From an optimization exercise on the open Yosys and OpenROAD flow, aimed at small area; shortcuts taken in it are not production practice. Only simulation tests tie the RTL to the original design; equivalence was not proved. No activity file was given, so power comes from the tool's default toggle rates. The flow treats the clock pin as an ideal source, which a real chip does not have.

## top
module top(clk, rst_n, in, valid_in, last_in, out, valid_out, last_out, ready);
Settings: LEC_CHECK=0, CAP_MARGIN=0, CORE_MARGIN=2, CORE_UTILIZATION=70, SLEW_MARGIN=0; clock period 8.0 ns.
standard.sh (not shown) runs the stock make flow with config.mk's settings and CLKGATE_MAP_FILE= SYNTH_SCRIPT=/design/flow/synth_recipe.tcl, a recipe that flattens the netlist after the stock synthesis.
==> flow/flow/run.sh <==
#!/bin/bash
# Layout flow: the standard flow, except that synthesis maps the logic with
# an area-oriented ABC script (flow/area.abc) instead of ORFS's speed script,
# and the clock tree uses fewer, smaller buffers.
# Registers are untouched: synthesis is synth_recipe.tcl as given, with only the
# script argument of its abc call replaced and two small modules kept apart
# until its final flatten.
set -euo pipefail
WORK=$(pwd)
{
	echo "proc abc {args} {"
	echo "  set i [lsearch -exact \$args -script]"
	echo "  if {\$i >= 0} { set args [lreplace \$args [expr {\$i + 1}] [expr {\$i + 1}] {$WORK/flow/area.abc}] }"
	echo "  yosys abc {*}\$args"
	echo "}"
	cat "$WORK/synth_recipe.tcl"
} > "$WORK/own_synth.tcl"
# synthesis with the area script
sed "s#SYNTH_SCRIPT=[^ ]*synth_recipe.tcl#SYNTH_SCRIPT=$WORK/own_synth.tcl#" standard.sh > own_synth.sh
# with each storage bit's and-or-invert (modules aoi222, aoi22 in top.v) mapped
# on its own, then flattened as synth_recipe.tcl does
SYNTH_KEEP_MODULES="aoi222 aoi22" bash own_synth.sh synth > "$WORK/synth.log" 2>&1
# the rest of the standard flow; clock tree with large clusters of flip-flops
# on clkbuf_16 leaves and no dummy loads
export CTS_ARGS="-sink_clustering_enable -repair_clock_nets -sink_clustering_size 30 -sink_clustering_max_diameter 100 -buf_list sky130_fd_sc_hd__clkbuf_16 -dont_use_dummy_load"
# every port still gets its own buffer, of the platform's smallest buffer cell
export BUFFER_PORTS_ARGS="-buffer_cell sky130_fd_sc_hd__buf_1"
bash standard.sh > "$WORK/layout.log" 2>&1
==> flow/flow/area.abc <==
&get -n
&st
&dch -f
&nf -R 1000
&st
&dch -f
&nf -R 1000
&st
&dch -f
&nf -R 1000
&put
topo
stime -c
The baseline completed with no timing, DRC or antenna violations.
Rerun with:
--- a/flow/config.mk
+++ b/flow/config.mk
@@ -8 +8 @@
-export CAP_MARGIN = 0
+export CAP_MARGIN = 10
@@ -10,2 +10,2 @@
-export CORE_UTILIZATION = 70
-export SLEW_MARGIN = 0
+export CORE_UTILIZATION = 80
+export SLEW_MARGIN = 10
Outcome: The changed run finished with timing, DRC and antenna clean. Die area falls by 12%. Count of clock-buffer cells in the layout is unchanged. Setup slack is worse by 0.20 ns. Register-to-register slack is worse by 0.16 ns. Routed wire length rises by 12%. Cell area stays flat.
Rerun with:
--- a/flow/config.mk
+++ b/flow/config.mk
@@ -10 +10 @@
-export CORE_UTILIZATION = 80
+export CORE_UTILIZATION = 70
Final area is about the same.
Global-route usage shrinks by 8.9 points.
Clock skew hardly moves.
Power shrinks by a few percent.
Final cell count grows by a few percent.
Non-clock buffer count does not change.
Clock-buffer cell count does not change.


Another version of the RTL of top (not shown whole).
Size: about 5000 cells after synthesis, ~71 I/O pins.
==> flow/config.mk <==
export PLATFORM = sky130hd
export DESIGN_NAME = top
export DESIGN_NICKNAME = top
export VERILOG_FILES = /design/flow/design.v
export SDC_FILE = /design/flow/constraint.sdc
export NUM_CORES = 4
export LEC_CHECK = 0
export CAP_MARGIN = 10
export CORE_MARGIN = 2
export CORE_UTILIZATION = 65
export SLEW_MARGIN = 10
==> flow/constraint.sdc <==
create_clock -name core_clock -period 8.0 [get_ports {clk}]
set_input_delay 1.6000 -clock core_clock [delete_from_list [all_inputs] [get_ports {clk}]]
set_output_delay 1.6000 -clock core_clock [all_outputs]
set_load 0.01 [all_outputs]
==> flow/flow/run.sh <==
#!/bin/bash
# Layout flow: the standard flow, except that synthesis maps the logic with
# an area-oriented ABC script (flow/area.abc) instead of ORFS's speed script,
# and the clock tree uses fewer, smaller buffers.
# Registers are untouched: synthesis is synth_recipe.tcl as given, with only the
# script argument of its abc call replaced.
set -euo pipefail
WORK=$(pwd)
{
	echo "proc abc {args} {"
	echo "  set i [lsearch -exact \$args -script]"
	echo "  if {\$i >= 0} { set args [lreplace \$args [expr {\$i + 1}] [expr {\$i + 1}] {$WORK/flow/area.abc}] }"
	echo "  yosys abc {*}\$args"
	echo "}"
	cat "$WORK/synth_recipe.tcl"
} > "$WORK/own_synth.tcl"
# synthesis with the area script
sed "s#SYNTH_SCRIPT=[^ ]*synth_recipe.tcl#SYNTH_SCRIPT=$WORK/own_synth.tcl#" standard.sh > own_synth.sh
bash own_synth.sh synth > "$WORK/synth.log" 2>&1
# the rest of the standard flow; clock tree with large clusters of flip-flops
# on clkbuf_8 leaves and no dummy loads
export CTS_ARGS="-sink_clustering_enable -repair_clock_nets -sink_clustering_size 20 -sink_clustering_max_diameter 60 -buf_list sky130_fd_sc_hd__clkbuf_8 -dont_use_dummy_load"
bash standard.sh > "$WORK/layout.log" 2>&1
==> flow/flow/area.abc <==
&get -n
&st
&dch
&nf -R 1000
&st
&dch
&nf -R 1000
&put
topo
stime -c
The first run finished clean.
Rerun with:
--- a/flow/flow/run.sh
+++ b/flow/flow/run.sh
@@ -19,5 +19,5 @@
 bash own_synth.sh synth > "$WORK/synth.log" 2>&1
 # the rest of the standard flow; clock tree with large clusters of flip-flops
-# on clkbuf_8 leaves and no dummy loads
-export CTS_ARGS="-sink_clustering_enable -repair_clock_nets -sink_clustering_size 20 -sink_clustering_max_diameter 60 -buf_list sky130_fd_sc_hd__clkbuf_8 -dont_use_dummy_load"
+# on clkbuf_16 leaves and no dummy loads
+export CTS_ARGS="-sink_clustering_enable -repair_clock_nets -sink_clustering_size 30 -sink_clustering_max_diameter 100 -buf_list sky130_fd_sc_hd__clkbuf_16 -dont_use_dummy_load"
 bash standard.sh > "$WORK/layout.log" 2>&1
- CORE_UTILIZATION: 65 -> 70
=> Synthesized cell count stays the same; synthesized area does not change; fmax fell by 1.6%; clock power rose by about 3%; routed wire length stays flat; cell count fell by about 1.8%; design area is about the same; clock-buffer cell count fell by 32; via count rose by 0.64%.

re-timing with driven ports:
The results above use ideal ports. As a check the final layouts listed here were re-extracted and re-timed, cells and wires unchanged. Step 1 sets driving cells, clkbuf_16 on the clock port and buf_2 on the other inputs (assumed; they add their load-dependent delay and slew). Step 2 adds t to the input delays and takes it off the output delays; t is the mean of the earliest and latest rising clock arrival at the registers after step 1. Input paths then give back, and output paths get back, about the clock's delay inside the block. a / b / c = ideal / step 1 / step 2; a / b = the first two.
| run | shift t [ns] | slack for setup (ns) | worst slew at a driven data input, ns | cell pins on the clock port's net |
|---|---|---|---|---|
| the first run of note 1 | 0.687 | 0.732 / 0.773 / 0.086 | 0.04 | 1 |
| the second run of note 1 | 0.698 | 0.536 / 0.578 / -0.120 | 0.05 | 1 |
| the third run of note 1 | 0.689 | 0.735 / 0.779 / 0.090 | 0.04 | 1 |
| the first run of note 2 | 0.758 | 1.631 / 1.675 / 0.917 | 0.05 | 1 |
| the second run of note 2 | 0.692 | 1.527 / 1.569 / 0.877 | 0.04 | 1 |
Met with ideal ports but missed after step 2: setup timing in the second run of note 1. For the first run of note 2, which loses most, drivers alone change the setup slack by +0.044 ns; drivers and shift together by -0.714 ns.
